From an optimization exercise on the open Yosys and OpenROAD flow, aimed at small area and a short achievable clock period; shortcuts taken in it are not production practice. The RTL was checked by simulation tests, not by an equivalence proof against the original design. No activity file was given, so power comes from the tool's default toggle rates.

// median
module median
(
    input clk,
    input rst_n,
    input [31:0] word0,
    input [31:0] word1,
    input [31:0] word2,
    output reg [7:0] pixel1,
    output reg [7:0] pixel2,
    output reg [7:0] pixel3,
    output [7:0] pixel4,
    output [9:0] raddr_a,
    output [9:0] raddr_b,
    output [9:0] raddr_c,
    output [9:0] waddr
);
clock: 26.0 ns
lec_check: 0
cap_margin: 20
core_margin: 2
core_utilization: 60
slew_margin: 20
standard.sh (not shown) runs the stock make flow with config.mk's settings and CLKGATE_MAP_FILE= SYNTH_SCRIPT=/design/flow/synth_recipe.tcl, a recipe that flattens the netlist after the stock synthesis.
==> flow/flow/run.sh <==
#!/bin/bash
set -euo pipefail
cd "$(dirname "${BASH_SOURCE[0]}")/.."
WORK=$(pwd)
rm -rf "$WORK/orfs_scripts"
cp -r "$FLOW_HOME/scripts" "$WORK/orfs_scripts"
cp "$WORK/flow/abc.script" "$WORK/orfs_scripts/abc_speed.script"
export SCRIPTS_DIR="$WORK/orfs_scripts"
export BUFFER_PORTS_ARGS="-buffer_cell sky130_fd_sc_hd__buf_2"
export SETUP_SLACK_MARGIN=12
export TNS_END_PERCENT=0
bash standard.sh > "$WORK/flow_make.log" 2>&1
==> flow/flow/abc.script <==
&get -n
&st
&dch -f
&nf -p -a -R 30
&put
buffer -c
topo
stime -c
upsize -c
dnsize -c
==> next run, changes <==
==> flow/run.sh (new file) <==
#!/bin/bash
# synth_recipe.tcl (not shown) runs the flow's synth.tcl, then flattens the netlist and writes it again
# the make line also repeats each setting of config.mk as NAME=value (left out here)
make -C /OpenROAD-flow-scripts/flow DESIGN_CONFIG=/design/flow/config.mk WORK_HOME=/design/flow/orfs CLKGATE_MAP_FILE= SYNTH_SCRIPT=/design/flow/synth_recipe.tcl finish
CAP_MARGIN = 60   (was 20)
SLEW_MARGIN = 60   (was 20)
SYNTH_HIERARCHICAL = 1   (was not set)
removed: flow/flow/run.sh
removed: flow/flow/abc.script
removed: flow/standard.sh
What happened:
- area after synthesis increases by 33%
- final cell count increases by 17%
- clock-buffer cell count does not change
- wire length increases by 17%
- clock skew hardly moves
- core utilization decreases by 2.0 points
- combinational power increases by 58%


== run E ==
Starting RTL as in the previous note.
clock: 26.0 ns
lec_check: 0
cap_margin: 60
core_margin: 2
core_utilization: 60
slew_margin: 60
run.sh (not shown) runs the stock make flow with config.mk's settings and CLKGATE_MAP_FILE= SYNTH_SCRIPT=/design/flow/synth_recipe.tcl, a recipe that flattens the netlist after the stock synthesis.
Stock flow here: none of the scripts above is used.
### run E -> run B
# run E
export LEC_CHECK = 0
export CAP_MARGIN = 60
export CORE_MARGIN = 2
export CORE_UTILIZATION = 60
export SLEW_MARGIN = 60
create_clock -name core_clock -period 26.0 [get_ports {clk}]
# run B
export LEC_CHECK = 0
export CAP_MARGIN = 20
export CORE_MARGIN = 2
export CORE_UTILIZATION = 60
export SLEW_MARGIN = 20
create_clock -name core_clock -period 26.0 [get_ports {clk}]
==> flow/flow/run.sh (new file) <==
#!/bin/bash
set -euo pipefail
cd "$(dirname "${BASH_SOURCE[0]}")/.."
WORK=$(pwd)
rm -rf "$WORK/orfs_scripts"
cp -r "$FLOW_HOME/scripts" "$WORK/orfs_scripts"
cp "$WORK/flow/abc.script" "$WORK/orfs_scripts/abc_speed.script"
export SCRIPTS_DIR="$WORK/orfs_scripts"
export BUFFER_PORTS_ARGS="-buffer_cell sky130_fd_sc_hd__buf_1"
export SETUP_SLACK_MARGIN=12.5
export TNS_END_PERCENT=0
bash standard.sh > "$WORK/flow_make.log" 2>&1
==> flow/flow/abc.script (new file) <==
&get -n
&st
&dch -f
&nf -p
&put
buffer -c
topo
stime -c
upsize -c
dnsize -c
==> flow/standard.sh (new file) <==
#!/bin/bash
# synth_recipe.tcl (not shown) runs the flow's synth.tcl, then flattens the netlist and writes it again
# the make line also repeats each setting of config.mk as NAME=value (left out here)
make -C /OpenROAD-flow-scripts/flow DESIGN_CONFIG=/design/flow/config.mk WORK_HOME=/design/flow/orfs CLKGATE_MAP_FILE= SYNTH_SCRIPT=/design/flow/synth_recipe.tcl "${@:-finish}"
removed: flow/run.sh
==> comparison <==
Run B vs run E — slack of the worst reg-to-reg path rose 360 ps.
In run B the complex-gate fraction of the synthesized area turned out 7.1 points higher than in run E.
Of run B and run E, run E shows the lower detailed-routing iteration count for the pre-antenna-repair pass, with run B above it.
Final area came out lower on run B than on run E.
Sequential share of layout area: run B vs run E up 3.1 points
Run B ended up with a lower number of stages on the worst setup path than run E did.
Cmp run B vs run E: final routed wirelength across all metal layers lower in run B
Higher layout-stage area growth over the synthesis result among run B and run E: run E
pixel4[7] as the capturing instance or port of the critical path was reported by run B, and pixel2[0] by run E.
Taking run B over run E, the wire length on met1 ratio works out to 0.804.
First-iteration detailed-routing DRC count, run B and run E, higher one = run E.
Compared to run E, run B has highest achievable clock rate 11 MHz higher.
Looking at worst-path cell with the longest stage delay, the sky130_fd_sc_hd__clkdlybuf4s50_1 result is from run E; the sky130_fd_sc_hd__maj3_1 one comes from run B.

==> static timing again, ports no longer ideal <==
How much do the figures lean on ideal ports? The routed layouts below were timed once more, with nothing changed but the port constraints.
Step 1, drivers: a clkbuf_16 drives clk and a buf_2 each remaining input, both assumed.
Step 2 moves the port delays by t, midway between the first and last clock arrival at a register: inputs arrive t later, outputs are due t later. That takes back most of the time a late clock gives input paths.
a / b / c = ideal ports / drivers / drivers and shift; a / b = the first two.
run	shift t [ns]	setup WS [ns]	worst setup path after step 2	worst register clock-pin slew, ns	cell pins on the clock port's net
the first run of note 1	0.410	12.096 / 12.076 / 11.715	input to register	0.09 / 0.09	1
the second run of note 1	0.409	12.155 / 12.128 / 12.128	input to output	0.09 / 0.09	1
run E	0.414	10.168 / 10.199 / 9.785	input to register	0.08 / 0.08	1
run B	0.404	12.525 / 12.503 / 12.265	input to register	0.08 / 0.08	1
After both steps every run listed still meets setup and hold. For run E, which loses most, drivers alone change the setup slack by +0.031 ns; drivers and shift together by -0.383 ns.
